Source: an optimization exercise on an open RTL-to-GDS flow (aim: small area, a short achievable clock period and few clock cycles per item). Production flows keep margins and buffers that such runs may drop.
At most, simulation tests tie the RTL to the original design; equivalence was not proved.
No functional check of the RTL was part of runs 6 and 7.
Power is estimated from default activity; no workload was simulated.

File: flow/design.v
module addsub(input mul, input sub, input [15:0] a, input [7:0] b,
              input [15:0] mx, input [15:0] my, output [15:0] y);
    wire [15:0] bx = {{8{b[7]}}, b} ^ {16{sub}};
    wire [15:0] p  = mul ? mx : a;
    wire [15:0] q  = mul ? my : bx;
    assign y = p + q + {15'd0, ~mul & sub};
endmodule
module mul8s_tree(input [7:0] a, input [7:0] b, output [15:0] x, output [15:0] y);
    wire m1 = (a[0] & b[0]);
    wire m2 = (a[0] & b[1]);
    wire m3 = (a[1] & b[0]);
    wire m4 = (a[0] & b[2]);
    wire m5 = (a[1] & b[1]);
    wire m6 = (a[2] & b[0]);
    wire m7 = (a[0] & b[3]);
    wire m8 = (a[1] & b[2]);
    wire m9 = (a[2] & b[1]);
    wire m10 = (a[3] & b[0]);
    wire m11 = (a[0] & b[4]);
    wire m12 = (a[1] & b[3]);
    wire m13 = (a[2] & b[2]);
    wire m14 = (a[3] & b[1]);
    wire m15 = (a[4] & b[0]);
    wire m16 = (a[0] & b[5]);
    wire m17 = (a[1] & b[4]);
    wire m18 = (a[2] & b[3]);
    wire m19 = (a[3] & b[2]);
    wire m20 = (a[4] & b[1]);
    wire m21 = (a[5] & b[0]);
    wire m22 = (a[0] & b[6]);
    wire m23 = (a[1] & b[5]);
    wire m24 = (a[2] & b[4]);
    wire m25 = (a[3] & b[3]);
    wire m26 = (a[4] & b[2]);
    wire m27 = (a[5] & b[1]);
    wire m28 = (a[6] & b[0]);
    wire m29 = ~(a[0] & b[7]);
    wire m30 = (a[1] & b[6]);
    wire m31 = (a[2] & b[5]);
    wire m32 = (a[3] & b[4]);
    wire m33 = (a[4] & b[3]);
    wire m34 = (a[5] & b[2]);
    wire m35 = (a[6] & b[1]);
    wire m36 = ~(a[7] & b[0]);
    wire m37 = ~(a[1] & b[7]);
    wire m38 = (a[2] & b[6]);
    wire m39 = (a[3] & b[5]);
    wire m40 = (a[4] & b[4]);
    wire m41 = (a[5] & b[3]);
    wire m42 = (a[6] & b[2]);
    wire m43 = ~(a[7] & b[1]);
    wire m44 = ~(a[2] & b[7]);
    wire m45 = (a[3] & b[6]);
    wire m46 = (a[4] & b[5]);
    wire m47 = (a[5] & b[4]);
    wire m48 = (a[6] & b[3]);
    wire m49 = ~(a[7] & b[2]);
    wire m50 = ~(a[3] & b[7]);
    wire m51 = (a[4] & b[6]);
    wire m52 = (a[5] & b[5]);
    wire m53 = (a[6] & b[4]);
    wire m54 = ~(a[7] & b[3]);
    wire m55 = ~(a[4] & b[7]);
    wire m56 = (a[5] & b[6]);
    wire m57 = (a[6] & b[5]);
    wire m58 = ~(a[7] & b[4]);
    wire m59 = ~(a[5] & b[7]);
    wire m60 = (a[6] & b[6]);
    wire m61 = ~(a[7] & b[5]);
    wire m62 = ~(a[6] & b[7]);
    wire m63 = ~(a[7] & b[6]);
    wire m64 = (a[7] & b[7]);
    wire m65 = m22 ^ m23;
    wire m66 = m22 & m23;
    wire m67 = m29 ^ m30 ^ m31;
    wire m68 = (m29 & m30) | (m31 & (m29 ^ m30));
    wire m69 = m32 ^ m33;
    wire m70 = m32 & m33;
    wire m71 = m37 ^ m38 ^ m39;
    wire m72 = (m37 & m38) | (m39 & (m37 ^ m38));
    wire m73 = m40 ^ m41 ^ m42;
    wire m74 = (m40 & m41) | (m42 & (m40 ^ m41));
    wire m75 = m44 ^ m45 ^ m46;
    wire m76 = (m44 & m45) | (m46 & (m44 ^ m45));
    wire m77 = m11 ^ m12;
    wire m78 = m11 & m12;
    wire m79 = m16 ^ m17 ^ m18;
    wire m80 = (m16 & m17) | (m18 & (m16 ^ m17));
    wire m81 = m19 ^ m20;
    wire m82 = m19 & m20;
    wire m83 = m24 ^ m25 ^ m26;
    wire m84 = (m24 & m25) | (m26 & (m24 ^ m25));
    wire m85 = m27 ^ m28 ^ m65;
    wire m86 = (m27 & m28) | (m65 & (m27 ^ m28));
    wire m87 = m34 ^ m35 ^ m36;
    wire m88 = (m34 & m35) | (m36 & (m34 ^ m35));
    wire m89 = m67 ^ m69 ^ m66;
    wire m90 = (m67 & m69) | (m66 & (m67 ^ m69));
    wire m91 = m43 ^ 1'b1 ^ m71;
    wire m92 = (m43 & 1'b1) | (m71 & (m43 ^ 1'b1));
    wire m93 = m73 ^ m68 ^ m70;
    wire m94 = (m73 & m68) | (m70 & (m73 ^ m68));
    wire m95 = m47 ^ m48 ^ m49;
    wire m96 = (m47 & m48) | (m49 & (m47 ^ m48));
    wire m97 = m75 ^ m72 ^ m74;
    wire m98 = (m75 & m72) | (m74 & (m75 ^ m72));
    wire m99 = m50 ^ m51 ^ m52;
    wire m100 = (m50 & m51) | (m52 & (m50 ^ m51));
    wire m101 = m53 ^ m54 ^ m76;
    wire m102 = (m53 & m54) | (m76 & (m53 ^ m54));
    wire m103 = m55 ^ m56 ^ m57;
    wire m104 = (m55 & m56) | (m57 & (m55 ^ m56));
    wire m105 = m7 ^ m8;
    wire m106 = m7 & m8;
    wire m107 = m13 ^ m14 ^ m15;
    wire m108 = (m13 & m14) | (m15 & (m13 ^ m14));
    wire m109 = m21 ^ m79 ^ m81;
    wire m110 = (m21 & m79) | (m81 & (m21 ^ m79));
    wire m111 = m83 ^ m85 ^ m80;
    wire m112 = (m83 & m85) | (m80 & (m83 ^ m85));
    wire m113 = m87 ^ m89 ^ m84;
    wire m114 = (m87 & m89) | (m84 & (m87 ^ m89));
    wire m115 = m91 ^ m93 ^ m88;
    wire m116 = (m91 & m93) | (m88 & (m91 ^ m93));
    wire m117 = m95 ^ m97 ^ m92;
    wire m118 = (m95 & m97) | (m92 & (m95 ^ m97));
    wire m119 = m99 ^ m101 ^ m96;
    wire m120 = (m99 & m101) | (m96 & (m99 ^ m101));
    wire m121 = m58 ^ m103 ^ m100;
    wire m122 = (m58 & m103) | (m100 & (m58 ^ m103));
    wire m123 = m59 ^ m60 ^ m61;
    wire m124 = (m59 & m60) | (m61 & (m59 ^ m60));
    wire m125 = m4 ^ m5;
    wire m126 = m4 & m5;
    wire m127 = m9 ^ m10 ^ m105;
    wire m128 = (m9 & m10) | (m105 & (m9 ^ m10));
    wire m129 = m77 ^ m107 ^ m106;
    wire m130 = (m77 & m107) | (m106 & (m77 ^ m107));
    wire m131 = m78 ^ m109 ^ m108;
    wire m132 = (m78 & m109) | (m108 & (m78 ^ m109));
    wire m133 = m82 ^ m111 ^ m110;
    wire m134 = (m82 & m111) | (m110 & (m82 ^ m111));
    wire m135 = m86 ^ m113 ^ m112;
    wire m136 = (m86 & m113) | (m112 & (m86 ^ m113));
    wire m137 = m90 ^ m115 ^ m114;
    wire m138 = (m90 & m115) | (m114 & (m90 ^ m115));
    wire m139 = m94 ^ m117 ^ m116;
    wire m140 = (m94 & m117) | (m116 & (m94 ^ m117));
    wire m141 = m98 ^ m119 ^ m118;
    wire m142 = (m98 & m119) | (m118 & (m98 ^ m119));
    wire m143 = m102 ^ m121 ^ m120;
    wire m144 = (m102 & m121) | (m120 & (m102 ^ m121));
    wire m145 = m104 ^ m123 ^ m122;
    wire m146 = (m104 & m123) | (m122 & (m104 ^ m123));
    wire m147 = m62 ^ m63 ^ m124;
    wire m148 = (m62 & m63) | (m124 & (m62 ^ m63));
    assign x = {1'b1, m64, m147, m145, m143, m141, m139, m137, m135, m133, m131, m129, m127, m6, m2, m1};
    assign y = {1'b0, m148, m146, m144, m142, m140, m138, m136, m134, m132, m130, m128, m126, m125, m3, 1'b0};
endmodule
module divrow(input [8:0] t, input [7:0] d, output c, output [7:0] r);
    wire [7:0] g = t[7:0] & ~d;
    wire [7:0] p = t[7:0] | ~d;
    wire [7:0] x = ~(t[7:0] ^ d);
    wire G1 = g[1] | (p[1] & p[0]);
    wire G2 = g[3] | (p[3] & g[2]);
    wire P2 = p[3] & p[2];
    wire G3 = g[5] | (p[5] & g[4]);
    wire P3 = p[5] & p[4];
    wire G4 = g[7] | (p[7] & g[6]);
    wire P4 = p[7] & p[6];
    wire G5 = g[2] | (p[2] & G1);
    wire G6 = G2 | (P2 & G1);
    wire G7 = g[6] | (p[6] & G3);
    wire P7 = p[6] & P3;
    wire G8 = G4 | (P4 & G3);
    wire P8 = P4 & P3;
    wire G9 = g[4] | (p[4] & G6);
    wire G10 = G3 | (P3 & G6);
    wire G11 = G7 | (P7 & G6);
    wire G12 = G8 | (P8 & G6);
    assign c = t[8] | G12;
    assign r[0] = c ? (x[0] ^ 1'b1) : t[0];
    assign r[1] = c ? (x[1] ^ p[0]) : t[1];
    assign r[2] = c ? (x[2] ^ G1) : t[2];
    assign r[3] = c ? (x[3] ^ G5) : t[3];
    assign r[4] = c ? (x[4] ^ G6) : t[4];
    assign r[5] = c ? (x[5] ^ G9) : t[5];
    assign r[6] = c ? (x[6] ^ G10) : t[6];
    assign r[7] = c ? (x[7] ^ G11) : t[7];
endmodule
module alu(
    input wire clk,
    input wire reset,
    input wire start,
    input wire [1:0] op_select,    
    input wire [15:0] op1,
    input wire [7:0] op2,
    output reg [15:0] res,
    output reg done
);
    wire [15:0] mx, my;
    mul8s_tree u_mul (.a(op1[7:0]), .b(op2), .x(mx), .y(my));
    wire [15:0] sum;
    addsub u_add (.mul(op_select[1]), .sub(op_select[0]), .a(op1), .b(op2),
                  .mx(mx), .my(my), .y(sum));
    reg        s1, s2;       
    reg  [7:0] rem_r;        
    reg  [5:0] q_r;          
    always @(posedge clk or posedge reset)
        if (reset) begin
            s1 <= 1'b0;
            s2 <= 1'b0;
        end else begin
            s1 <= start & op_select[1] & op_select[0];
            s2 <= s1;
        end
    wire [2:0] n = s2 ? {op1[1:0], 1'b0} : s1 ? op1[4:2] : op1[7:5];
    wire [7:0] rem [0:3];
    wire [2:0] q;
    assign rem[0] = (s1 | s2) ? rem_r : op1[15:8];
    genvar i;
    generate
        for (i = 0; i < 3; i = i + 1) begin : rows
            divrow u (.t({rem[i], n[2-i]}), .d(op2), .c(q[2-i]), .r(rem[i+1]));
        end
    endgenerate
    always @(posedge clk) begin
        rem_r <= rem[3];
        q_r   <= {q_r[2:0], q};
    end
    always @(*) begin
        if (op_select == 2'b11) begin
            res  = {q_r, q[2:1], rem[2]};
            done = s2;
        end else begin
            res  = sum;
            done = 1'b1;
        end
    end
endmodule
File: flow/flow/run.sh
#!/bin/bash
# Layout flow: the standard synthesis, then the combinational logic re-mapped
# by ABC (flip-flops untouched), then the standard ORFS flow from floorplan on.
# Each tool's output goes to a log file of its own in the work folder.
set -euo pipefail
W=$(pwd)
F=$W/flow
R=$W/orfs/results/${FLOW_PLATFORM}/alu/base
ABC_D=$(cat $F/abc_delay_ps)
bash standard.sh synth > $W/log_1_standard_synth.txt 2>&1
cp $R/1_2_yosys.v $W/standard_1_2_yosys.v
DU=$(make -s -C $FLOW_HOME DESIGN_CONFIG=$FLOW_CONFIG WORK_HOME=$W/orfs print-DONT_USE_CELLS | sed 's/^DONT_USE_CELLS: //')
printf 'set_driving_cell sky130_fd_sc_hd__buf_1\nset_load 5\n' > $W/abc.constr
sed "s/{D}/-D $ABC_D/g" $F/s.abc > $W/resynth.abc
RS_IN=$W/standard_1_2_yosys.v RS_OUT=$W/resynth.v \
  RS_LIB=$FLOW_HOME/platforms/${FLOW_PLATFORM}/lib/sky130_fd_sc_hd__tt_025C_1v80.lib \
  RS_DONTUSE="$DU" RS_D=$ABC_D RS_SCRIPT=$W/resynth.abc RS_CONSTR=$W/abc.constr \
  RS_KEEP_FA=$(cat $F/keep_fa 2>/dev/null || echo 0) yosys -c $F/resynth.tcl > $W/log_2_resynth.txt 2>&1
cp $W/resynth.v $R/1_2_yosys.v
rm -f $R/1_synth.odb $R/1_synth.sdc
if [[ -f $F/orfs_env ]]; then source $F/orfs_env; fi
bash standard.sh finish > $W/log_3_standard_finish.txt 2>&1
File: flow/flow/abc_delay_ps
5500
File: flow/flow/keep_fa
1
File: flow/flow/orfs_env
export BUFFER_PORTS_ARGS="-buffer_cell sky130_fd_sc_hd__buf_2"
File: flow/flow/resynth.tcl
# Re-map the combinational logic of the standard synthesis netlist with ABC.
# The flip-flops are left as they are (same instances, names and cell types).
# env: RS_IN (netlist in), RS_OUT (netlist out), RS_LIB, RS_DONTUSE, RS_D (ABC delay target, ps),
#      RS_SCRIPT (optional ABC script)
yosys -import
set lib $::env(RS_LIB)
set du {}
foreach c $::env(RS_DONTUSE) { lappend du -dont_use $c }
read_liberty -ignore_miss_func $lib
# keep the sequential and tie cells as black boxes
foreach m [split [string trim [tee -q -s result.string select -list-mod sky130_fd_sc_hd__df* sky130_fd_sc_hd__conb_*]] "\n"] {
  blackbox $m
}
read_verilog $::env(RS_IN)
hierarchy -top alu
# Keep the full-adder cells that no flip-flop feeds (the multiplier's tree) as they are.
if {[info exists ::env(RS_KEEP_FA)] && $::env(RS_KEEP_FA)} {
  set fh [open $::env(RS_IN) r]; set ntxt [read $fh]; close $fh
  set fft [lsort -unique [regexp -all -inline {sky130_fd_sc_hd__df[a-z0-9_]+} $ntxt]]
  set ffsel {}
  set rules {}
  foreach m $fft { lappend ffsel "alu/t:$m"; append rules ":-${m}\[D,RESET_B,SET_B\]" }
  select -set ffs {*}$ffsel
  select -set regcone @ffs %co*$rules
  select -set keepfa alu/t:sky130_fd_sc_hd__fa_1 @regcone %d
  select -count @keepfa
  setattr -set keep_hierarchy 1 @keepfa
  select -clear
}
flatten alu
select -module alu
opt -purge
select -clear
hierarchy -top alu
set abc_args [list -liberty $lib {*}$du -D $::env(RS_D)]
if {[info exists ::env(RS_SCRIPT)] && $::env(RS_SCRIPT) ne ""} { lappend abc_args -script $::env(RS_SCRIPT) }
if {[info exists ::env(RS_CONSTR)] && $::env(RS_CONSTR) ne ""} { lappend abc_args -constr $::env(RS_CONSTR) }
abc {*}$abc_args
opt_clean -purge
if {[info exists ::env(RS_KEEP_FA)] && $::env(RS_KEEP_FA)} {
  blackbox sky130_fd_sc_hd__fa_1
}
hilomap -singleton -hicell sky130_fd_sc_hd__conb_1 HI -locell sky130_fd_sc_hd__conb_1 LO
splitnets
opt_clean -purge
tee -o $::env(RS_OUT).stat stat -liberty $lib
write_verilog -noattr -noexpr -nohex -nodec $::env(RS_OUT)
File: flow/flow/s.abc
strash
&get -n
&fraig -x
&put
scorr
dc2
strash
dch -f
balance
resub -K 6
rewrite
resub -K 6 -N 2
refactor
resub -K 8
balance
resub -K 8 -N 2
rewrite
resub -K 10
rewrite -z
resub -K 10 -N 2
balance
resub -K 12
refactor -z
resub -K 12 -N 2
rewrite -z
balance
dch -f
map {D}
topo
buffer -p
upsize {D}
dnsize {D}
stime -p
File: flow/standard.sh
#!/bin/bash
# synth_recipe.tcl (not shown) runs the flow's synth.tcl, then flattens the netlist and writes it again
# the make line also repeats each setting of config.mk as NAME=value (left out here)
make -C /OpenROAD-flow-scripts/flow DESIGN_CONFIG=/design/flow/config.mk WORK_HOME=/design/flow/orfs CLKGATE_MAP_FILE= SYNTH_SCRIPT=/design/flow/synth_recipe.tcl "${@:-finish}"
File: flow/config.mk
export PLATFORM = sky130hd
export DESIGN_NAME = alu
export DESIGN_NICKNAME = alu
export VERILOG_FILES = /design/flow/design.v
export SDC_FILE = /design/flow/constraint.sdc
export NUM_CORES = 4
export LEC_CHECK = 0
export CAP_MARGIN = 20
export CORE_MARGIN = 2
export CORE_UTILIZATION = 40
export SLEW_MARGIN = 20
File: flow/constraint.sdc
create_clock -name core_clock -period 14.0 [get_ports {clk}]
set_input_delay 2.8000 -clock core_clock [delete_from_list [all_inputs] [get_ports {clk}]]
set_output_delay 2.8000 -clock core_clock [all_outputs]
set_load 0.01 [all_outputs]
==> results of run 1 <==
[state kept, by name (all words and copies together) (netlist names)]
name   count
s2         1
rem_r      8
q_r        6
s1         1
[cells in the final DEF (no fill, tap or decap), drive strengths merged, types with 4 or more instances in the layout]
cell type    n
o22ai        8
nand2      150
a21oi       36
o21ai       58
fa          37
xor2        26
nor2        98
o211ai       4
mux2i        4
buf         46
inv        109
dfxtp       14
clkbuf       4
a22oi        4
or2         12
a31oi        8
xnor2        9
nand3       22
[cell type report]
| class | count | area [µm²] | share of cell area (%) |
|---|---|---|---|
| clock buffers | 4 | 55.1 | 1.31 |
| inverters | 109 | 409 | 9.77 |
| multi-input cells | 498 | 3000 | 71.6 |
| flip-flops and latches | 16 | 330 | 7.89 |
| well taps | 129 | 161 | 3.85 |
| repair buffers | 46 | 233 | 5.56 |
[worst max path at each step]
stage                     startpoint  endpoint  cells after the start  slack [ns]
after global placement        op1[1]    res[0]                     35        3.46
after CTS                     op1[1]    res[6]                     31        3.29
final                         op1[1]    res[6]                     34        3.19
after global routing          op1[1]    res[1]                     32        2.52
after floorplan               op2[2]   res[15]                     21        4.07
after detailed placement      op1[1]    res[6]                     31        3.32
[critical path, delay by kind of cell]
kind	cells	cell delay, ns
buf+inv	6	0.93
fa+ha+maj	1	0.36
xor+xnor	1	0.18
compound gates	8	1.42
simple gates	18	2.30
[layer usage]
| layer | global-route usage, % | share of wire [%] | vias up |
|---|---|---|---|
| li1 | - | - | 2080 |
| met1 | 35.3 | 47 | 1958 |
| met2 | 41.3 | 46 | 153 |
| met3 | 2.53 | 6.3 | 11 |
| met4 | 4.41 | 0.98 | 0 |
| met5 | 0 | 0 | - |
[where the power goes]
group          internal, mW  total [mW]  switching [mW]
Clock                0.0251      0.0446          0.0195
Combinational         0.179       0.506           0.327
Sequential           0.0674      0.0735         0.00614
[through the flow]
step	hold slack, ns	instances	area (µm²)
2_1_floorplan	0.331	649	3840
3_3_place_gp	0.339	798	4130
3_5_place_dp	0.342	798	4130
4_1_cts	0.360	802	4190
5_1_grt	0.377	802	4190
6_report	0.360	802	4190
==> metrics.md, run 1 <==
| Metric | Value |
|---|---|
| Setup crit end kind | `output port` |
| Post-CTS Setup Inserts | `0` |
| Layout area overhead | `9.17%` |
| Pre-antenna DRT Iters | `5` |
| Number of diodes | `0` |
| Share of cells above drive strength 1 | `a little under a tenth` |
| Hold Path Depth | `0` |
| Drt total wl | `12.5 mm` |
| Full die area | `slightly above 10,000 µm²` |
| Max_cap viols | `0` |
| Initial antenna violation count | `0` |
| Final Skew | `between 0.015 and 0.02 ns` |
| Slowest stage delay, CP | `approximately 0.38 ns` |
| Reg-to-Reg Start | `s1` |
| CTS tree | `done` |
| Peak Freq | `about 92 MHz` |
| Vias in the first global route | `4,002` |
| Fin util | `a little under half` |
| Drt wl/cell | `around 16 µm` |
| Post-Synthesis Net Count | `715` |
| R2r endpoint | `rem_r[2]` |
| Max Fanout on Critical Path | `13` |
| Nets | `740` |
| Leakage | `~2.2 nW` |
| Crit Path Class | `input port to output port` |
| Initial DRC count | `344` |
| Internal reg-to-reg setup slack | `6.20 ns` |
| Total Power | `624 µW` |
| Gr ovfl total | `0` |
| R2R depth | `between 40 and 50` |
| Worst-Skew Late Latency | `~0.27 ns` |
| Slew Limit Fails | `0` |
| CTS HTree Levels | `1` |
| Post-Syn Instances | `649` |
| Worst Hold Launch | `q_r[0]` |
| Final hold violation count | `0` |
| Pre-CTS setup slack | `about 3.3 ns` |
| Pin count of the biggest net entering global routing | `35` |
| Clk Tree Root Cell | `clkbuf_8` |
| Yosys warns | `1` |
| Tcrit/Tclk final | `77.2%` |
| Starting Density | `41.3%` |
| Worst-path clk slew | `approximately 0.060 ns` |
| Cell Area, Synth | `approximately 3800 µm²` |
| Io pins | `46` |
| HPWL Detailed | `~10 mm` |
| Chip width | `about 100 µm` |
| CP Launch Type | `input port` |
| Row Count | `35` |
| Final TNS setup | `0 ns` |
| Syn avg cell area | `5.91 µm²` |
| TritonCTS Buffers | `3` |
| First-pass GRT wire length | `approximately 20 mm` |
| Fillers | `between 1,000 and 1,500` |
| Unrepaired setup endpoints after global routing | `false` |
| Crit path DAT | `about 8.0 ns` |
| Crit path top cell by count | `nand2_1` |
| Power density over the cells | `~150 nW/µm²` |
| Required @ worst endpoint | `roughly 11 ns` |
| Outcome | `timing/DRC/antenna clean` |
| Post-cts sizing count | `0` |
| Slowest cell on crit path | `o21ai_0` |
| Via density | `5.24` |
| VDD IR max | `~0.074 mV` |
| Routability congestion estimate from global placement | `roughly 0.95` |
| Total vias in the final route | `approximately 4,200` |
| Cts hold-fix bufs | `0` |
| Global Route Usage Sum | `approximately a quarter` |
| Clock sink count | `16` |
| Worst Hold End | `q_r[3]` |
| Setup slack after layout | `3.19 ns` |
| Chip height | `102 µm` |
| Clk buf depth | `2` |
| DRC Markers | `0` |
| Worst-Margin Slew | `roughly 0.93 ns` |
| Max_slew headroom | `between 30% and 40%` |
| Antenna Nets Post-Route | `0` |
| Endpoints failing setup | `0` |
| Core Area | `9280 µm²` |
| Post-layout minimum cycle time | `around 11 ns` |
| Worst min-delay path category | `register to register` |
| Input/output buffers | `between 40 and 50` |
Testbench counts, summed over its fixed seeds: cycles 11,944, ops 8,000.
==> run 2: changes to the inputs <==
==> flow/flow/abc_delay_ps (replaced) <==
4500
==> run 2 against run 1 <==
Fmax up 5.3%. Sequential cell count unchanged. Setup slack better by 0.54 ns. First-iteration DRC count down 15%. Non-clock buffer count unchanged. Hold slack better by 0.0024 ns. Area after synthesis up 5.9%. Clock-buffer cell count unchanged. Global-route usage down 2.2 points.
==> metrics.md, run 2 <==
| Metric | Value |
|---|---|
| Outcome | `timing/DRC/antenna clean` |
| Cell Area, Synth | `approximately 4000 µm²` |
| Worst-Margin Slew | `0.650 ns` |
| Pre-antenna DRT Iters | `5` |
| HPWL Detailed | `just over 10 mm` |
| Chip height | `105 µm` |
| Clock sink count | `16` |
| Max reg flops | `8` |
| Post-cts sizing count | `0` |
| Cts hold-fix bufs | `0` |
| Cell count after placement | `807` |
| Drt wl/cell | `around 15 µm` |
| Syn avg cell area | `6.22 µm²` |
| Chip width | `around 100 µm` |
| VDD IR max | `between 0.06 and 0.07 mV` |
| DRC Markers | `0` |
| Post-CTS Setup Inserts | `0` |
| Initial DRC count | `around 290` |
| Share of cells above drive strength 1 | `between 10% and 20%` |
| Clk buf depth | `2` |
| Slew Limit Fails | `0` |
| Crit Path Class | `input port to output port` |
| Full die area | `between 10,000 and 15,000 µm²` |
| Starting Density | `between 40 and 50%` |
| Tcrit/Tclk final | `between 70% and 80%` |
| Nets | `between 700 and 800` |
| Worst-path clk slew | `about 0.070 ns` |
| Post-Synthesis Net Count | `719` |
| Input/output buffers | `45` |
| Post-layout minimum cycle time | `10.27 ns` |
| Gr ovfl total | `0` |
| Number of diodes | `0` |
| Max_cap viols | `0` |
| Most frequent cells in the layout | `nand2_1, inv_1, nor2_1, o21ai_0, buf_2` |
| Layout area overhead | `6.96%` |
| Cell Area, Placed | `~4300 µm²` |
| Via density | `slightly above 5` |
| Required @ worst endpoint | `~11 ns` |
| Antenna Nets Post-Route | `0` |
| Io pins | `46` |
| CTS tree | `done` |
| First-pass GRT wire length | `between 20 and 25 mm` |
| Pin count of the biggest net entering global routing | `35` |
| Initial antenna violation count | `0` |
| Worst-Skew Late Latency | `~0.26 ns` |
| Core Area | `a little under 10,000 µm²` |
| Leakage | `between 2 and 2.5 nW` |
| Max_slew headroom | `56.7%` |
| Final Skew | `between 0.007 and 0.008 ns` |
| Peak Freq | `just under 100 MHz` |
| Global Route Usage Sum | `a little under a quarter` |
| Final instance area | `around 4300 µm²` |
| Routability congestion estimate from global placement | `between 0.9 and 1` |
| Largest regs | `rem_r (8), q_r (6)` |
| TritonCTS Buffers | `3` |
| Final Non-Filler Cells | `just over 800` |
| Max Fanout on Critical Path | `11` |
| Crit path DAT | `7.47 ns` |
| Most common cell after layout, fill and taps aside | `nand2_1` |
| Setup crit end kind | `output port` |
| Endpoints failing setup | `0` |
| CP Launch Type | `input port` |
| Worst min-delay path category | `register to register` |
| Unrepaired setup endpoints after global routing | `false` |
| Yosys warns | `1` |
| Drt total wl | `12.2 mm` |
| Final hold violation count | `0` |
| Power density over the cells | `roughly 150 nW/µm²` |
| Post-Syn Instances | `approximately 650` |
| Row Count | `36` |
| Most flops, register | `rem_r` |
| Final TNS setup | `0 ns` |
| Total vias in the final route | `4,193` |
| Clk Tree Root Cell | `clkbuf_8` |
| Vias in the first global route | `between 4,000 and 5,000` |
| CTS HTree Levels | `1` |
## run 2: final cells by class
class,count,area (µm²)
well taps,133,166
inverters,113,429
multi-input cells,499,3130
clock buffers,4,55.1
flip-flops and latches,16,330
repair buffers,46,233
fillers,1083,5480
## run 2: critical path, cell delays in order
cell and delay, ns:
buf_2 0.23, inv_1 0.17, nor2_1 0.18, fa_1 0.46, fa_1 0.47, fa_1 0.51, inv_1 0.05, fa_1 0.44
nand2_1 0.07, o21ai_0 0.10, or2_2 0.35, nand3_1 0.14, nand2_1 0.08, o21ai_0 0.21, a21oi_1 0.10, a311oi_1 0.29
nand2_1 0.11, nand3_1 0.08, nand2_1 0.06, xor2_1 0.13, inv_1 0.07, o31ai_1 0.22, buf_2 0.17
## run 2: per-layer routing
metal | GRT usage (%) | wire length (µm) | vias to the layer above
met5 | 0 | 0 | -
li1 | - | - | 2083
met3 | 3.06 | 734 | 24
met1 | 32.1 | 5690 | 1934
met2 | 36.9 | 5440 | 152
met4 | 4.38 | 310 | 0
## run 2: worst paths after layout
check | from | end | slack [ns] | depth (start not counted)
worst max register to register | s1 | rem_r[2] | 7.57 | 39
max in group asynchronous | reset | s2 | 11.52 | 2
worst min register to register | q_r[1] | q_r[4] | 0.36 | 0
worst min-delay path | q_r[1] | q_r[4] | 0.36 | 0
min in group asynchronous | reset | s1 | 2.37 | 2
worst max-delay path | op2[6] | res[15] | 3.73 | 23
## run 2: where the power goes
part / internal (mW) / switching (mW) / total, mW
clock network: 0.0250 / 0.0187 / 0.0437
logic: 0.199 / 0.342 / 0.541
registers: 0.0673 / 0.00629 / 0.0736
## run 2: stage by stage
step / power [mW] / setup slack, ns / utilization, % / hold slack, ns
after global routing: 0.735 / 3.13 / 44.2 / 0.371
after global placement: 0.609 / 3.82 / 43.7 / 0.337
final: 0.659 / 3.73 / 44.2 / 0.362
after floorplan: 0.484 / 4.17 / - / 0.331
after detailed placement: 0.615 / 3.72 / 43.7 / 0.352
after CTS: 0.660 / 3.72 / 44.2 / 0.362
==> run 3: changes to the inputs <==
==> flow/flow/orfs_env (replaced) <==
export BUFFER_PORTS_ARGS="-buffer_cell sky130_fd_sc_hd__buf_1"
==> run 3 against run 2 <==
Area after synthesis unchanged. Still clean. Fmax decreased by 3.9%. Final area decreased by 0.78%. Core utilization decreased by 0.34 points. Largest power group unchanged. Register-to-register slack got worse by 0.28 ns. Sequential cell count unchanged.
==> metrics.md, run 3 <==
| Metric | Value |
|---|---|
| Nets | `748` |
| Required @ worst endpoint | `roughly 11 ns` |
| Number of diodes | `0` |
| Cts hold-fix bufs | `0` |
| Antenna Nets Post-Route | `0` |
| Io pins | `46` |
| First-pass GRT wire length | `~20 mm` |
| Clk buf depth | `2` |
| Largest regs | `rem_r (8), q_r (6)` |
| Max_cap viols | `0` |
| Total vias in the final route | `about 4,200` |
| R2R depth | `37` |
| Fin util | `a little over two fifths` |
| VDD IR max | `between 0.06 and 0.07 mV` |
| Post-CTS Setup Inserts | `0` |
| Most common cell after layout, fill and taps aside | `nand2_1` |
| Total Power | `between 600 and 700 µW` |
| Pre-antenna DRT Iters | `5` |
| Peak Freq | `a little over 90 MHz` |
| Yosys warns | `1` |
| Gr ovfl total | `0` |
| Clock sink count | `16` |
| CTS tree | `done` |
| Outcome | `timing/DRC/antenna clean` |
| Chip height | `between 100 and 150 µm` |
| Net Sw Frac | `a little under three fifths` |
| Pin count of the biggest net entering global routing | `35` |
| DRC Markers | `0` |
| Final Non-Filler Cells | `roughly 810` |
| Row Count | `36` |
| Sw power | `~370 µW` |
| Comb pwr share | `between 80 and 90%` |
| Setup slack after layout | `approximately 3.3 ns` |
| Tcrit/Tclk final | `between 70% and 80%` |
| Hold Path Depth | `0` |
| Worst hold margin | `0.356 ns` |
| Most flops, register | `rem_r` |
| Worst min-delay path category | `register to register` |
| Layout area overhead | `6.13%` |
| Input/output buffers | `45` |
| Crit Path Class | `input port to output port` |
| Max Fanout on Critical Path | `13` |
| Chip width | `around 100 µm` |
| Worst-Skew Late Latency | `roughly 0.26 ns` |
| Global Route Usage Sum | `a little under a quarter` |
| Worst-path clk slew | `approximately 0.07 ns` |
| Routability congestion estimate from global placement | `~0.93` |
| HPWL Detailed | `10.2 mm` |
| Leakage | `~2.1 nW` |
| CTS HTree Levels | `1` |
| Post-Synthesis Net Count | `719` |
| Endpoints failing setup | `0` |
| Critical path cell sequence | `buf_1 -> inv_1 -> nor2_1 -> fa_1 -> fa_1 -> fa_1 -> inv_1 -> fa_1 -> nand2_1 -> o21ai_0 -> or2_2 -> nand3_1 -> nand2_1 -> o21ai_0 -> a21oi_1 -> a311oi_1 -> nand2_1 -> nand3_1 -> nand2_1 -> xor2_1 -> inv_1 -> o31ai_1 -> buf_1` |
| Max reg flops | `8` |
| Starting Density | `between 40% and 50%` |
| Max_slew headroom | `around 47%` |
| Final Skew | `roughly 0.0014 ns` |
| Most frequent cells in the layout | `nand2_1, inv_1, nor2_1, o21ai_0, buf_1` |
| P_int | `286 µW` |
| Post-Syn Instances | `about 650` |
| Syn avg cell area | `approximately 6.2 µm²` |
| Via density | `~5.2` |
| Post-cts sizing count | `0` |
| TritonCTS Buffers | `3` |
| Unrepaired setup endpoints after global routing | `false` |
| Clk Tree Root Cell | `clkbuf_8` |
| CP Launch Type | `input port` |
| Slowest cell on crit path | `fa_1` |
| Full die area | `roughly 11,000 µm²` |
| Vias in the first global route | `between 4,000 and 5,000` |
| Core Area | `9820 µm²` |
| Share of cells above drive strength 1 | `between 7 and 8%` |
| Slew Limit Fails | `0` |
| Power density over the cells | `153 nW/µm²` |
| Clock power frac | `6.7%` |
| Post-layout minimum cycle time | `between 10 and 15 ns` |
| Seq pwr share | `between 10% and 20%` |
| Final hold violation count | `0` |
| Crit path DAT | `~8 ns` |
| Cell count after placement | `approximately 800` |
| Drt total wl | `between 10 and 15 mm` |
| Pre-CTS setup slack | `about 3.4 ns` |
| Cell Area, Placed | `between 4000 and 5000 µm²` |
| Drt wl/cell | `around 15 µm` |
| Setup crit end kind | `output port` |
| Initial antenna violation count | `0` |
| Initial DRC count | `between 300 and 400` |
| Slowest stage delay, CP | `0.52 ns` |
| Final TNS setup | `0 ns` |
| Cell Area, Synth | `just over 4000 µm²` |
| Final instance area | `4310 µm²` |
| Worst-Margin Slew | `about 0.8 ns` |
==> run 3: layout make-up <==
type                            count  area [µm²]
Fill cell                        1102        5510
Multi-Input combinational cell    499        3130
Inverter                          113         429
Sequential cell                    16         330
Timing Repair Buffer               49         199
Tap cell                          133         166
Clock buffer                        4        55.1
==> run 3: power groups by stage <==
stage                     combinational, mW  sequential [mW]  clock [mW]
after floorplan                       0.412           0.0719           0
after detailed placement              0.536           0.0753           0
after CTS                             0.538           0.0742      0.0454
after global placement                0.528           0.0747           0
final                                 0.542           0.0738      0.0439
after global routing                  0.608           0.0755      0.0472
==> run 3: worst max-delay path, delay by kind of cell <==
kind	cells	cell delay (ns)
AOI/OAI and AO/OA	5	0.93
xor gates and xnor gates	1	0.12
adders and majority gates	4	1.90
buffers and inverters	5	1.05
and+or+nand+nor	8	1.11
==> run 3: metal layers <==
layer	routed length (µm)	up-vias	share of wire [%]	GRT usage, %
met1	5670	1955	46	31.7
met4	293	0	2.4	5.43
met5	0	-	0	0
li1	-	2082	-	-
met2	5550	171	45	36.7
met3	834	22	6.8	3.81
==> run 3: final timing paths <==
check                           startpoint  endpoint  slack, ns
worst max-delay path                op2[5]   res[15]       3.31
max in group asynchronous            reset        s2      11.53
worst min-delay path                q_r[1]    q_r[4]       0.36
worst min register to register      q_r[1]    q_r[4]       0.36
min in group asynchronous            reset        s1       2.35
worst max register to register          s1  rem_r[2]       7.29
==> run 4: changes to the inputs <==
==> flow/flow/keep_fa (replaced) <==
0
==> run 4 against run 3 <==
Largest cell class unchanged. Register-to-register slack improved by 0.41 ns. Clock skew grew 0.0021 ns. Power down 2.7%. Die area rose by 1.0%. Fmax fell by 1.8%. Setup slack got worse by 0.20 ns.
==> metrics.md, run 4 <==
| Metric | Value |
|---|---|
| Yosys warns | `1` |
| Starting Density | `roughly two fifths` |
| CP Launch Type | `input port` |
| Clock sink count | `16` |
| Slowest cell on crit path | `buf_1` |
| Post-cts sizing count | `0` |
| Drt wl/cell | `around 15 µm` |
| Chip height | `105 µm` |
| Crit Path Class | `input port to output port` |
| Post-layout minimum cycle time | `about 11 ns` |
| Number of diodes | `0` |
| Initial antenna violation count | `0` |
| Leakage | `about 2.1 nW` |
| Global Route Usage Sum | `about a quarter` |
| Final hold violation count | `0` |
| CP delay by family, top | `simple AND/OR/NAND/NOR gates` |
| Worst-path clk slew | `0.07 ns` |
| Routability congestion estimate from global placement | `roughly 0.90` |
| Post-Synthesis Net Count | `approximately 770` |
| Power density over the cells | `roughly 140 nW/µm²` |
| Outcome | `timing/DRC/antenna clean` |
| Unrepaired setup endpoints after global routing | `false` |
| Input/output buffers | `45` |
| Share of cells above drive strength 1 | `between 6 and 7%` |
| Max_cap viols | `0` |
| Worst min-delay path category | `register to register` |
| CP bufs+invs | `6` |
| Clk buf depth | `2` |
| Peak Freq | `around 90 MHz` |
| Chip width | `about 110 µm` |
| Syn avg cell area | `5.52 µm²` |
| Io pins | `between 40 and 50` |
| Final TNS setup | `0 ns` |
| CTS tree | `done` |
| Internal reg-to-reg setup slack | `a little under 8 ns` |
| Crit path DAT | `just over 8 ns` |
| Row Count | `36` |
| Antenna Nets Post-Route | `0` |
| Total vias in the final route | `4,999` |
| Max Fanout on Critical Path | `13` |
| Gr ovfl total | `0` |
| Drt total wl | `13.8 mm` |
| Cts hold-fix bufs | `0` |
| Tcrit/Tclk final | `77.8%` |
| Max reg flops | `8` |
| Pre-antenna DRT Iters | `5` |
| Critical Path Start | `op2[5]` |
| Worst-Skew Late Latency | `roughly 0.26 ns` |
| Vias in the first global route | `roughly 4,800` |
| Setup crit end kind | `output port` |
| Crit path depth | `31` |
| Core Area | `just under 10,000 µm²` |
| R2R depth | `44` |
| HPWL Detailed | `11.1 mm` |
| Max_slew headroom | `roughly 31%` |
| Most flops, register | `rem_r` |
| Setup slack after layout | `just over 3 ns` |
| DRC Markers | `0` |
| Worst-Margin Slew | `about 1.0 ns` |
| Full die area | `around 11,000 µm²` |
| Via density | `5.50` |
| Reg-to-Reg Start | `s1` |
| Clk Tree Root Cell | `clkbuf_8` |
| Slowest stage delay, CP | `roughly 0.60 ns` |
| TritonCTS Buffers | `3` |
| Critical path endpoint | `res[15]` |
| Nets | `around 810` |
| Layout area overhead | `8.14%` |
| Crit path top cell by count | `nor2_1` |
| Endpoints failing setup | `0` |
| R2r endpoint | `rem_r[3]` |
| Most common cell after layout, fill and taps aside | `nand2_1` |
| Post-CTS Setup Inserts | `0` |
| Initial DRC count | `430` |
| Pin count of the biggest net entering global routing | `25` |
| Pre-CTS setup slack | `3.24 ns` |
| Required @ worst endpoint | `11.20 ns` |
| Most frequent cells in the layout | `nand2_1, nor2_1, inv_1, o21ai_0, a21oi_1` |
| CTS HTree Levels | `1` |
| Largest regs | `rem_r (8), q_r (6)` |
| Final Skew | `0.00342 ns` |
| VDD IR max | `0.104 mV` |
| Cell Area, Synth | `about 4100 µm²` |
| Post-Syn Instances | `743` |
| Slew Limit Fails | `0` |
| First-pass GRT wire length | `22.9 mm` |
-- run 4: worst min path at each step --
stage             end  cells after the start  slack (ns)  startpoint
2_1_floorplan  q_r[5]                      0        0.33      q_r[2]
3_3_place_gp   q_r[5]                      0        0.34      q_r[2]
3_5_place_dp   q_r[5]                      0        0.34      q_r[2]
4_1_cts        q_r[5]                      0        0.35      q_r[2]
5_1_grt        q_r[5]                      0        0.36      q_r[2]
6_report       q_r[5]                      0        0.35      q_r[2]
-- run 4: power breakdown --
group | leakage [nW] | switching (mW) | total [mW] | internal (mW)
clock network | 0.0288 | 0.0182 | 0.0433 | 0.0250
logic | 1.94 | 0.338 | 0.524 | 0.186
registers | 0.144 | 0.00688 | 0.0740 | 0.0671
-- run 4: metal layers --
layer  up-vias  part of all wire [%]  global-route usage [%]
met5         -                     0                       0
met4         0                   3.1                    7.14
met3        39                   8.6                    4.95
met2       230                    45                    41.6
met1      2222                    43                    32.9
li1       2508                     -                       -
-- run 4: cell type report --
class | count | area, µm²
Clock buffer | 4 | 55.1
Fill cell | 1089 | 5430
Inverter | 92 | 350
Multi-Input combinational cell | 614 | 3330
Sequential cell | 16 | 330
Tap cell | 133 | 166
Timing Repair Buffer | 50 | 206
-- run 4: stage by stage --
stage               cells  hold WS [ns]  instance area (µm²)  util [%]  power (mW)
floorplan             743         0.331                 4100         -       0.481
global placement      905         0.336                 4380      44.4       0.586
detailed placement    905         0.341                 4380      44.4       0.593
CTS                   909         0.354                 4440      45.0       0.638
global route          909         0.358                 4440      45.0       0.709
finish                909         0.354                 4440      45.0       0.641
==> run 5: changes to the inputs <==
==> flow/flow/keep_fa (replaced) <==
1
--- a/flow/config.mk
+++ b/flow/config.mk
@@ -8,4 +8,5 @@
 export CAP_MARGIN = 20
 export CORE_MARGIN = 2
 export CORE_UTILIZATION = 40
+export CTS_BUF_LIST = sky130_fd_sc_hd__clkbuf_4
 export SLEW_MARGIN = 20
==> run 5 against run 4 <==
Power is 0.39% higher. Largest power group unchanged. Still clean. Global-route usage fell by 2.3 points. Sequential share of layout area is 0.27 points higher. Final cell count down 10%. Highest routed layer unchanged. Routed wire length is 11% lower. Clock-buffer cell count down 1.
==> metrics.md, run 5 <==
| Metric | Value |
|---|---|
| Gr ovfl total | `0` |
| Worst-path clk slew | `~0.11 ns` |
| Share of cells above drive strength 1 | `just over 7%` |
| DRC Markers | `0` |
| VDD IR max | `0.0656 mV` |
| Post-cts sizing count | `0` |
| Max_slew headroom | `roughly 45%` |
| Most frequent cells in the layout | `nand2_1, inv_1, nor2_1, o21ai_0, buf_1` |
| Max Fanout on Critical Path | `13` |
| Slew Limit Fails | `0` |
| Global Route Usage Sum | `22.8%` |
| Hold Path Depth | `0` |
| Row Count | `36` |
| Critical path cell sequence | `buf_1 -> inv_1 -> nor2_1 -> fa_1 -> fa_1 -> fa_1 -> inv_1 -> fa_1 -> nand2_1 -> o21ai_0 -> or2_2 -> nand3_1 -> nand2_1 -> o21ai_0 -> a21oi_1 -> a311oi_1 -> nand2_1 -> nand3_1 -> nand2_1 -> xor2_1 -> inv_1 -> o31ai_1 -> buf_1` |
| Most flops, register | `rem_r` |
| Pin count of the biggest net entering global routing | `35` |
| Input/output buffers | `between 40 and 50` |
| Critical path endpoint | `res[15]` |
| First-pass GRT wire length | `about 20 mm` |
| Number of diodes | `0` |
| Routability congestion estimate from global placement | `~0.93` |
| Initial antenna violation count | `0` |
| R2r endpoint | `rem_r[2]` |
| TritonCTS Buffers | `3` |
| Power density over the cells | `~150 nW/µm²` |
| Clk Tree Root Cell | `clkbuf_4` |
| Slowest stage delay, CP | `0.52 ns` |
| Antenna Nets Post-Route | `0` |
| Critical Path Start | `op2[5]` |
| Final hold violation count | `0` |
| Worst-Skew Late Latency | `~0.30 ns` |
| HPWL Detailed | `around 10 mm` |
| CTS tree | `done` |
| Vias in the first global route | `4,084` |
| Largest regs | `rem_r (8), q_r (6)` |
| Cell Area, Synth | `a little over 4000 µm²` |
| Nets | `748` |
| Io pins | `46` |
| Max reg flops | `8` |
| Layout area overhead | `5.42%` |
| Post-CTS Setup Inserts | `0` |
| Clk buf depth | `2` |
| Crit Path Class | `input port to output port` |
| Worst min-delay path category | `register to register` |
| R2R depth | `37` |
| Chip height | `105 µm` |
| Cts hold-fix bufs | `0` |
| Yosys warns | `1` |
| Unrepaired setup endpoints after global routing | `false` |
| Drt wl/cell | `~15 µm` |
| Final TNS setup | `0 ns` |
| Required @ worst endpoint | `~11 ns` |
| Outcome | `timing/DRC/antenna clean` |
| Clock sink count | `16` |
| Tcrit/Tclk final | `76.4%` |
| Endpoints failing setup | `0` |
| Reg-to-Reg Start | `s1` |
| Core Area | `~9800 µm²` |
| Starting Density | `about two fifths` |
| Full die area | `around 11,000 µm²` |
| Peak Freq | `just over 90 MHz` |
| Most common cell after layout, fill and taps aside | `nand2_1` |
| Drt total wl | `about 12 mm` |
| Worst-Margin Slew | `between 0.8 and 0.9 ns` |
| Max_cap viols | `0` |
| Chip width | `~100 µm` |
| Cell count after placement | `810` |
| Post-Synthesis Net Count | `just over 700` |
| Crit path DAT | `between 7 and 8 ns` |
| Internal reg-to-reg setup slack | `7.29 ns` |
| Via density | `around 5.2` |
| Final Skew | `just over 0.002 ns` |
| Syn avg cell area | `approximately 6.2 µm²` |
| Post-layout minimum cycle time | `about 11 ns` |
| Setup crit end kind | `output port` |
| Total vias in the final route | `between 4,000 and 5,000` |
| CP Launch Type | `input port` |
| Final Non-Filler Cells | `around 800` |
| Leakage | `2.12 nW` |
| Post-Syn Instances | `roughly 650` |
| CTS HTree Levels | `1` |
| Worst hold margin | `0.361 ns` |
| Pre-antenna DRT Iters | `5` |
| Initial DRC count | `a little under 400` |
| Slowest cell on crit path | `fa_1` |
## run 5: area by class of cell
type	count	area, µm²
fillers	1110	5540
multi-input cells	499	3130
inverters	113	429
flip-flops and latches	16	330
repair buffers	49	199
well taps	133	166
clock buffers	3	22.5
clock inverters	1	3.75
## run 5: worst max-delay path, delay by kind of cell
kind / cells / cell delay (ns)
compound gates: 5 / 0.92
xor+xnor: 1 / 0.12
fa+ha+maj: 4 / 1.90
buf+inv: 5 / 1.05
simple gates: 8 / 1.11
## run 5: per-layer routing
metal | global-route usage [%] | vias up | routed length, µm
li1 | - | 2083 | -
met1 | 31.7 | 1963 | 5840
met2 | 36.8 | 145 | 5570
met3 | 3.81 | 22 | 657
met4 | 5.43 | 0 | 269
met5 | 0 | - | 0
## run 5: power breakdown
part,internal (mW),switching [mW]
sequential,0.0672,0.00643
combinational,0.194,0.348
clock,0.0104,0.0183
## run 5: how the worst min path moves through the flow
stage	start	to	slack (ns)
6_report	q_r[1]	q_r[4]	0.36
5_1_grt	q_r[1]	q_r[4]	0.37
4_1_cts	q_r[1]	q_r[4]	0.36
3_5_place_dp	q_r[1]	q_r[4]	0.35
3_3_place_gp	q_r[0]	q_r[3]	0.34
2_1_floorplan	q_r[0]	q_r[3]	0.33
## run 5: through the flow
stage | power (mW) | utilization, % | setup slack (ns) | instance area (µm²)
after global placement | 0.603 | 43.3 | 3.44 | 4260
after detailed placement | 0.611 | 43.3 | 3.36 | 4260
after CTS | 0.642 | 43.6 | 3.35 | 4280
after global routing | 0.714 | 43.6 | 2.82 | 4280
after floorplan | 0.484 | - | 4.17 | 4060
final | 0.644 | 43.6 | 3.31 | 4280
==> run 6: changes to the inputs <==
--- a/flow/design.v
+++ b/flow/design.v
@@ -203,35 +203,39 @@
     wire [15:0] sum;
     addsub u_add (.mul(op_select[1]), .sub(op_select[0]), .a(op1), .b(op2),
                   .mx(mx), .my(my), .y(sum));
-    reg        s1, s2;       
+    wire       is_div = op_select[1] & op_select[0];
+    reg        busy;         
+    reg        retry;        
     reg  [7:0] rem_r;        
-    reg  [5:0] q_r;          
+    reg  [3:0] q_r;          
+    wire       quick = (op1[15:8] == 8'd0) & ~retry;
+    wire       fits  = (op2[7:4] != 4'd0) | (op1[7:4] < op2[3:0]);
+    wire [3:0] n = (busy | quick) ? op1[3:0] : op1[7:4];
+    wire [7:0] rem [0:4];
+    wire [3:0] q;
+    assign rem[0] = busy ? rem_r : {op1[15:12], quick ? op1[7:4] : op1[11:8]};
+    genvar i;
+    generate
+        for (i = 0; i < 4; i = i + 1) begin : rows
+            divrow u (.t({rem[i], n[3-i]}), .d(op2), .c(q[3-i]), .r(rem[i+1]));
+        end
+    endgenerate
     always @(posedge clk or posedge reset)
         if (reset) begin
-            s1 <= 1'b0;
-            s2 <= 1'b0;
+            busy  <= 1'b0;
+            retry <= 1'b0;
         end else begin
-            s1 <= start & op_select[1] & op_select[0];
-            s2 <= s1;
+            busy  <= (start & is_div & ~quick) | retry;
+            retry <=  start & is_div & quick & ~fits;
         end
-    wire [2:0] n = s2 ? {op1[1:0], 1'b0} : s1 ? op1[4:2] : op1[7:5];
-    wire [7:0] rem [0:3];
-    wire [2:0] q;
-    assign rem[0] = (s1 | s2) ? rem_r : op1[15:8];
-    genvar i;
-    generate
-        for (i = 0; i < 3; i = i + 1) begin : rows
-            divrow u (.t({rem[i], n[2-i]}), .d(op2), .c(q[2-i]), .r(rem[i+1]));
-        end
-    endgenerate
     always @(posedge clk) begin
-        rem_r <= rem[3];
-        q_r   <= {q_r[2:0], q};
+        rem_r <= rem[4];
+        q_r   <= q;
     end
     always @(*) begin
-        if (op_select == 2'b11) begin
-            res  = {q_r, q[2:1], rem[2]};
-            done = s2;
+        if (is_div) begin
+            res  = {busy ? q_r : 4'd0, q, rem[4]};
+            done = busy | (quick & fits);
         end else begin
             res  = sum;
             done = 1'b1;
==> flow/flow/abc_delay_ps (replaced) <==
3000
==> run 6 against run 5 <==
Clock-buffer cell count unchanged. Routed wire length increased by 28%. Sequential cell count is 2 lower. Critical path type unchanged.
==> metrics.md, run 6 <==
| Metric | Value |
|---|---|
| Io pins | `between 40 and 50` |
| Unrepaired setup endpoints after global routing | `false` |
| Clk buf depth | `2` |
| Leakage | `approximately 2.4 nW` |
| Outcome | `timing/DRC/antenna clean` |
| Worst-Skew Late Latency | `just under 0.3 ns` |
| Worst-path clk slew | `around 0.090 ns` |
| Peak Freq | `around 80 MHz` |
| Routability congestion estimate from global placement | `about 0.9` |
| CP Launch Type | `input port` |
| Core Area | `11,400 µm²` |
| Share of cells above drive strength 1 | `between 7 and 8%` |
| Worst min-delay path category | `register to register` |
| Required @ worst endpoint | `about 11 ns` |
| Post-CTS Setup Inserts | `0` |
| Cts hold-fix bufs | `0` |
| GR peak layer | `met2` |
| Clk Tree Root Cell | `clkbuf_4` |
| Global Route Usage Sum | `roughly 25%` |
| Yosys warns | `1` |
| Row Count | `39` |
| Final hold violation count | `0` |
| Full die area | `about 12,000 µm²` |
| DRC Markers | `0` |
| Critical Path Start | `op1[13]` |
| Starting Density | `about two fifths` |
| Fillers | `1,241` |
| Crit Path Class | `input port to output port` |
| Post-layout minimum cycle time | `between 10 and 15 ns` |
| First-pass GRT wire length | `between 20 and 30 mm` |
| Worst Hold Launch | `retry` |
| Gr ovfl total | `0` |
| Worst-Margin Slew | `0.646 ns` |
| Most flops, register | `rem_r` |
| Tcrit/Tclk final | `89.6%` |
| Most frequent cells in the layout | `nand2_1, inv_1, nor2_1, buf_1, o21ai_0` |
| Total vias in the final route | `roughly 5,300` |
| Slowest stage delay, CP | `about 0.5 ns` |
| Setup crit end kind | `output port` |
| GR Util met2 | `roughly 40%` |
| Input/output buffers | `45` |
| Post-Syn Instances | `just under 800` |
| Max reg flops | `8` |
| CTS HTree Levels | `1` |
| Total Power | `between 700 and 800 µW` |
| Drt wl/cell | `16.8 µm` |
| VDD IR max | `roughly 0.13 mV` |
| Initial antenna violation count | `0` |
| Layout area overhead | `6.81%` |
| HPWL Detailed | `about 13 mm` |
| Crit path top cell by count | `nand2_1` |
| Initial DRC count | `512` |
| Chip height | `112 µm` |
| Nets | `around 860` |
| Cell Area, Synth | `4650 µm²` |
| Slowest cell on crit path | `a31oi_2` |
| GR Util met1 | `35.2%` |
| Power density over the cells | `roughly 160 nW/µm²` |
| Clock sink count | `14` |
| Fin util | `between 40% and 50%` |
| Max_cap viols | `0` |
| Most common cell after layout, fill and taps aside | `nand2_1` |
| Via density | `5.59` |
| Crit path DAT | `just under 10 ns` |
| Post-Synthesis Net Count | `835` |
| Cell Area, Placed | `roughly 4900 µm²` |
| Vias in the first global route | `approximately 5,000` |
| Pin count of the biggest net entering global routing | `39` |
| Pre-antenna DRT Iters | `6` |
| Max Fanout on Critical Path | `14` |
| Number of diodes | `0` |
| Chip width | `between 100 and 150 µm` |
| Drt total wl | `15.8 mm` |
| CTS tree | `done` |
| Syn avg cell area | `slightly above 6 µm²` |
| Final TNS setup | `0 ns` |
| Met3 global-route usage | `under 10%` |
| Endpoints failing setup | `0` |
| Final Skew | `0.00221 ns` |
| Post-cts sizing count | `0` |
| Slew Limit Fails | `0` |
| Reg-to-Reg Start | `busy` |
| Max_slew headroom | `56.8%` |
| TritonCTS Buffers | `3` |
| Antenna Nets Post-Route | `0` |
| Largest regs | `rem_r (8), q_r (4)` |
| Final instance area | `4960 µm²` |
-- run 6: cell count changes in the layout (fill, tap and decap cells not counted), moves of 5 or more --
cell      change
a21oi_1       +8
buf_4         +7
inv_1        +10
nand2_1      +23
nand3_1      +21
nand4_1      +10
nor2_1       +23
nor2_2        -5
o211ai_1      +8
o21a_1        +7
o21ai_0       -8
-- run 6: final cells by class --
| cell class | instances | area [µm²] | area share [%] |
|---|---|---|---|
| sequential | 14 | 290 | 5.85 |
| multi-input combinational | 603 | 3770 | 75.9 |
| clock buffer | 3 | 22.5 | 0.454 |
| inverter | 120 | 450 | 9.07 |
| clock inverter | 1 | 3.75 | 0.0756 |
| tap | 143 | 179 | 3.60 |
| timing repair buffer | 56 | 251 | 5.07 |
-- run 6: path summary, 6_finish.rpt --
path,to,slack [ns],cells past startpoint
max,res[2],1.45,44
min,busy,0.62,2
max reg2reg,rem_r[2],6.85,38
min reg2reg,busy,0.62,2
max in group asynchronous,retry,11.59,2
min in group asynchronous,busy,2.31,2
-- run 6: where the power goes --
group          total, mW  leakage [nW]  switching, mW  internal [mW]
registers         0.0756         0.128         0.0142         0.0614
clock network     0.0256        0.0154         0.0152         0.0104
logic              0.670          2.30          0.439          0.231
-- run 6: layer usage --
| metal | up-vias | routed length, µm |
|---|---|---|
| li1 | 2543 | - |
| met1 | 2444 | 7060 |
| met2 | 213 | 6940 |
| met3 | 52 | 1130 |
| met4 | 0 | 640 |
| met5 | - | 0 |
-- run 6: worst max-delay path: cells and delay by family --
| kind | cells | cell delay (ns) |
|---|---|---|
| AO/OA/AOI/OAI | 18 | 3.50 |
| AND/OR/NAND/NOR | 24 | 3.17 |
| buffers and inverters | 2 | 0.25 |
-- run 6: stage by stage --
stage	cells	setup slack (ns)	hold slack, ns
after floorplan	769	3.12	0.487
after global placement	936	1.79	0.568
after detailed placement	936	1.57	0.574
after CTS	940	1.57	0.594
after global routing	940	0.596	0.648
final	940	1.45	0.619
==> run 7: changes to the inputs <==
--- a/flow/design.v
+++ b/flow/design.v
@@ -203,39 +203,41 @@
     wire [15:0] sum;
     addsub u_add (.mul(op_select[1]), .sub(op_select[0]), .a(op1), .b(op2),
                   .mx(mx), .my(my), .y(sum));
-    wire       is_div = op_select[1] & op_select[0];
-    reg        busy;         
-    reg        retry;        
-    reg  [7:0] rem_r;        
-    reg  [3:0] q_r;          
-    wire       quick = (op1[15:8] == 8'd0) & ~retry;
-    wire       fits  = (op2[7:4] != 4'd0) | (op1[7:4] < op2[3:0]);
-    wire [3:0] n = (busy | quick) ? op1[3:0] : op1[7:4];
-    wire [7:0] rem [0:4];
-    wire [3:0] q;
-    assign rem[0] = busy ? rem_r : {op1[15:12], quick ? op1[7:4] : op1[11:8]};
+    wire [7:0] rem1 [0:4];
+    wire [7:4] qa;
+    assign rem1[0] = op1[15:8];
     genvar i;
     generate
-        for (i = 0; i < 4; i = i + 1) begin : rows
-            divrow u (.t({rem[i], n[3-i]}), .d(op2), .c(q[3-i]), .r(rem[i+1]));
+        for (i = 0; i < 4; i = i + 1) begin : s1
+            divrow u (.t({rem1[i], op1[7-i]}), .d(op2), .c(qa[7-i]), .r(rem1[i+1]));
         end
     endgenerate
+    reg        busy;         
+    reg  [7:0] rem_r;        
+    reg  [7:4] q_r;          
+    reg  [7:0] d_r;          
+    reg  [3:0] n_r;          
     always @(posedge clk or posedge reset)
-        if (reset) begin
-            busy  <= 1'b0;
-            retry <= 1'b0;
-        end else begin
-            busy  <= (start & is_div & ~quick) | retry;
-            retry <=  start & is_div & quick & ~fits;
+        if (reset) busy <= 1'b0;
+        else       busy <= start & op_select[1] & op_select[0];
+    always @(posedge clk) begin
+        rem_r <= rem1[4];
+        q_r   <= qa;
+        d_r   <= op2;
+        n_r   <= op1[3:0];
+    end
+    wire [7:0] rem2 [4:8];
+    wire [3:0] qb;
+    assign rem2[4] = rem_r;
+    generate
+        for (i = 4; i < 8; i = i + 1) begin : s2
+            divrow u (.t({rem2[i], n_r[7-i]}), .d(d_r), .c(qb[7-i]), .r(rem2[i+1]));
         end
-    always @(posedge clk) begin
-        rem_r <= rem[4];
-        q_r   <= q;
-    end
+    endgenerate
     always @(*) begin
-        if (is_div) begin
-            res  = {busy ? q_r : 4'd0, q, rem[4]};
-            done = busy | (quick & fits);
+        if (op_select == 2'b11) begin
+            res  = {q_r, qb, rem2[8]};
+            done = busy;
         end else begin
             res  = sum;
             done = 1'b1;
--- a/flow/flow/run.sh
+++ b/flow/flow/run.sh
@@ -15,8 +15,8 @@
 RS_IN=$W/standard_1_2_yosys.v RS_OUT=$W/resynth.v \
   RS_LIB=$FLOW_HOME/platforms/${FLOW_PLATFORM}/lib/sky130_fd_sc_hd__tt_025C_1v80.lib \
   RS_DONTUSE="$DU" RS_D=$ABC_D RS_SCRIPT=$W/resynth.abc RS_CONSTR=$W/abc.constr \
-  RS_KEEP_FA=$(cat $F/keep_fa 2>/dev/null || echo 0) yosys -c $F/resynth.tcl > $W/log_2_resynth.txt 2>&1
+  yosys -c $F/resynth.tcl > $W/log_2_resynth.txt 2>&1
 cp $W/resynth.v $R/1_2_yosys.v
 rm -f $R/1_synth.odb $R/1_synth.sdc
-if [[ -f $F/orfs_env ]]; then source $F/orfs_env; fi
-bash standard.sh finish > $W/log_3_standard_finish.txt 2>&1
+EXTRA=$(cat $F/orfs_vars 2>/dev/null || true)
+bash standard.sh finish $EXTRA > $W/log_3_standard_finish.txt 2>&1
==> flow/flow/abc_delay_ps (replaced) <==
3500
--- a/flow/flow/resynth.tcl
+++ b/flow/flow/resynth.tcl
@@ -13,20 +13,6 @@
 }
 read_verilog $::env(RS_IN)
 hierarchy -top alu
-# Keep the full-adder cells that no flip-flop feeds (the multiplier's tree) as they are.
-if {[info exists ::env(RS_KEEP_FA)] && $::env(RS_KEEP_FA)} {
-  set fh [open $::env(RS_IN) r]; set ntxt [read $fh]; close $fh
-  set fft [lsort -unique [regexp -all -inline {sky130_fd_sc_hd__df[a-z0-9_]+} $ntxt]]
-  set ffsel {}
-  set rules {}
-  foreach m $fft { lappend ffsel "alu/t:$m"; append rules ":-${m}\[D,RESET_B,SET_B\]" }
-  select -set ffs {*}$ffsel
-  select -set regcone @ffs %co*$rules
-  select -set keepfa alu/t:sky130_fd_sc_hd__fa_1 @regcone %d
-  select -count @keepfa
-  setattr -set keep_hierarchy 1 @keepfa
-  select -clear
-}
 flatten alu
 select -module alu
 opt -purge
@@ -37,9 +23,6 @@
 if {[info exists ::env(RS_CONSTR)] && $::env(RS_CONSTR) ne ""} { lappend abc_args -constr $::env(RS_CONSTR) }
 abc {*}$abc_args
 opt_clean -purge
-if {[info exists ::env(RS_KEEP_FA)] && $::env(RS_KEEP_FA)} {
-  blackbox sky130_fd_sc_hd__fa_1
-}
 hilomap -singleton -hicell sky130_fd_sc_hd__conb_1 HI -locell sky130_fd_sc_hd__conb_1 LO
 splitnets
 opt_clean -purge
--- a/flow/config.mk
+++ b/flow/config.mk
@@ -8,5 +8,4 @@
 export CAP_MARGIN = 20
 export CORE_MARGIN = 2
 export CORE_UTILIZATION = 40
-export CTS_BUF_LIST = sky130_fd_sc_hd__clkbuf_4
 export SLEW_MARGIN = 20
removed: flow/flow/keep_fa
removed: flow/flow/orfs_env
==> run 7 against run 6 <==
Clock power rose to 2.8 times the previous value. Sequential cell count rose by 11. Via count rose by 28%. Core utilization rose by 1.4 points. Combinational power rose by 130%. Global-route usage fell by 1.5 points. Synthesized cell count rose by 35%. First-iteration DRC count fell by 7.0%. Sequential power rose by about 40%. Critical endpoint is now res[15]. Still clean on timing, DRC and antenna. Power rose by 130%. Fmax rose by 0.89%. Final area rose by 30%. Largest cell class unchanged.
==> metrics.md, run 7 <==
| Metric | Value |
|---|---|
| Outcome | `timing/DRC/antenna clean` |
| Max_slew headroom | `~47%` |
| Post-layout minimum cycle time | `12.44 ns` |
| Initial antenna violation count | `0` |
| Worst hold margin | `2.67 ns` |
| Slowest stage delay, CP | `a little under 1 ns` |
| Most frequent cells in the layout | `nand2_1, nor2_1, inv_1, nand3_1, a21oi_1` |
| Crit path DAT | `approximately 9.6 ns` |
| Antenna Nets Post-Route | `0` |
| Peak Freq | `~80 MHz` |
| Yosys warns | `1` |
| Sw power | `just over 1 mW` |
| Initial DRC count | `around 480` |
| Clk Tree Root Cell | `clkbuf_16` |
| Chip width | `124 µm` |
| Syn avg cell area | `around 5.6 µm²` |
| Io pins | `46` |
| Largest regs | `d_r (8), rem_r (8)` |
| Final TNS setup | `0 ns` |
| Endpoints failing setup | `0` |
| Tcrit/Tclk final | `about nine tenths` |
| Area of the multi-input gates | `around 4700 µm²` |
| Unrepaired setup endpoints after global routing | `false` |
| Met3 global-route usage | `roughly 2.6%` |
| Nets | `approximately 1,100` |
| GR Util met2 | `40.1%` |
| GR peak layer | `met2` |
| Layout area overhead | `11.4%` |
| Post-CTS Setup Inserts | `0` |
| Final hold violation count | `0` |
| HPWL Detailed | `about 15 mm` |
| P_int | `between 700 and 800 µW` |
| Crit path top cell by count | `nand2_1` |
| Share of cells above drive strength 1 | `between 6 and 7%` |
| Input/output buffers | `45` |
| Number of diodes | `0` |
| Critical path endpoint | `res[15]` |
| Vias in the first global route | `a little over 6,000` |
| Comb pwr share | `approximately nine tenths` |
| Fin util | `a little under half` |
| Row Count | `44` |
| CTS tree | `done` |
| Core Area | `between 10,000 and 15,000 µm²` |
| Chip height | `124 µm` |
| Required @ worst endpoint | `between 10 and 15 ns` |
| Max Fanout on Critical Path | `19` |
| Pre-antenna DRT Iters | `5` |
| VDD IR max | `roughly 0.22 mV` |
| Global Route Usage Sum | `a little under a quarter` |
| Post-Syn Instances | `approximately 1,000` |
| Pin count of the biggest net entering global routing | `27` |
| Worst min-delay path category | `input port to asynchronous set/reset pin` |
| Max_cap viols | `0` |
| Fillers | `1,578` |
| CTS HTree Levels | `1` |
| TritonCTS Buffers | `3` |
| FF/Latch Area | `~510 µm²` |
| Leakage | `3.12 nW` |
| Starting Density | `between 40% and 50%` |
| Power density over the cells | `roughly 270 nW/µm²` |
| Drt wl/cell | `15.1 µm` |
| CP bufs+invs | `3` |
| Slew Limit Fails | `0` |
| Worst-path clk slew | `0.08 ns` |
| Routability congestion estimate from global placement | `~0.92` |
| Full die area | `between 15,000 and 20,000 µm²` |
| Post-Synthesis Net Count | `between 1,000 and 1,500` |
| Cell Area, Synth | `5810 µm²` |
| Worst-Margin Slew | `0.790 ns` |
| Most common cell after layout, fill and taps aside | `nand2_1` |
| Crit Path Class | `input port to output port` |
| Seq pwr share | `6.1%` |
| Critical Path Start | `op2[1]` |
| Crit path depth | `33` |
| CP Launch Type | `input port` |
| Cts hold-fix bufs | `0` |
| Total Power | `1.74 mW` |
| Post-cts sizing count | `0` |
| First-pass GRT wire length | `a little over 30 mm` |
| Drt total wl | `roughly 19 mm` |
| GR Util met1 | `32.0%` |
| DRC Markers | `0` |
| Net Sw Frac | `57.9%` |
| Setup crit end kind | `output port` |
| Via density | `between 5 and 6` |
| Clk buf depth | `2` |
| Slowest cell on crit path | `clkdlybuf4s50_1` |
| Clock power frac | `slightly above 4%` |
| Total vias in the final route | `6,731` |
| Gr ovfl total | `0` |
| CP delay by family, top | `compound AO/OA/AOI/OAI gates` |
| Clock sink count | `25` |
==> run 7: cell types whose count changed in the layout (fill, tap and decap cells not counted), moves of 12 or more <==
cell / before / now
nor2_1: 113 / 136
nand2_1: 176 / 241
or2_2: 7 / 20
xnor2_1: 10 / 27
clkdlybuf4s50_1: 0 / 45
nand3_1: 34 / 82
buf_1: 45 / 0
xor2_1: 25 / 56
fa_1: 37 / 0
a21oi_1: 40 / 59
dfxtp_1: 12 / 24
o21ai_0: 42 / 58
==> run 7: final cells by class <==
cell class,count,share of cell area (%)
Multi-Input combinational cell,859,72.4
Sequential cell,25,7.81
Clock buffer,3,1.16
Tap cell,184,3.56
Inverter,122,7.08
Clock inverter,1,0.116
Timing Repair Buffer,53,7.89
==> run 7: through the flow <==
step / area, µm² / worst slack (ns) / instances
floorplan: 5810 / 3.67 / 1040
global placement: 6390 / 1.80 / 1243
detailed placement: 6390 / 1.73 / 1243
CTS: 6470 / 1.69 / 1247
global route: 6470 / 1.05 / 1247
finish: 6470 / 1.56 / 1247
==> run 7: worst min-delay path by stage <==
| stage | slack (ns) | cells past startpoint | from | endpoint |
|---|---|---|---|---|
| floorplan | 2.53 | 1 | reset | busy |
| global placement | 2.95 | 2 | reset | busy |
| detailed placement | 2.96 | 2 | reset | busy |
| CTS | 2.67 | 2 | reset | busy |
| global route | 2.69 | 2 | reset | busy |
| finish | 2.67 | 2 | reset | busy |
==> run 7: metal layers <==
layer	part of all wire, %	wire length, µm	vias to the layer above
met2	45	8400	208
met1	46	8720	2993
met4	3.0	569	0
li1	-	-	3494
met3	6.1	1150	36
met5	0	0	-
==> run 7: power groups by stage <==
stage | Clock (mW) | Combinational (mW) | Sequential, mW
floorplan | 0 | 1.22 | 0.102
global placement | 0 | 1.55 | 0.107
detailed placement | 0 | 1.56 | 0.108
CTS | 0.0731 | 1.57 | 0.106
global route | 0.0752 | 1.76 | 0.108
finish | 0.0723 | 1.56 | 0.106

## separate check: timing with driven ports
In the flow no input, the clock included, has a driving cell. The finished layouts below were timed again as built, in two steps. Step 1, drivers: a clkbuf_16 drives clk and a buf_2 each remaining input, both assumed. Step 2, shift: input delay + t, output delay - t, t = (earliest + latest rising clock arrival at the registers) / 2. This alone moves slack from input paths to output paths. a / b / c = no drivers / after step 1 / after step 2; a / b = the first two.
run	t (ns)	slack for setup (ns)	slew at the worst register clock pin (ns)	worst data-port slew with drivers (ns)	cell pins on the clock port's net
run 1	0.288	3.187 / 3.167 / 3.167	0.08 / 0.08	0.04	1
run 2	0.285	3.729 / 3.704 / 3.704	0.08 / 0.08	0.04	1
run 3	0.284	3.309 / 3.279 / 3.279	0.07 / 0.07	0.03	1
run 4	0.280	3.111 / 3.085 / 3.085	0.07 / 0.07	0.04	1
run 5	0.328	3.308 / 3.275 / 3.275	0.11 / 0.11	0.03	1
run 6	0.320	1.450 / 1.428 / 1.428	0.09 / 0.09	0.03	1
run 7	0.310	1.560 / 1.491 / 1.491	0.08 / 0.08	0.07	1
After both steps every run listed still meets setup and hold. The setup slack of run 7, which loses most, moves by -0.069 ns with the drivers and by -0.069 ns with both steps.
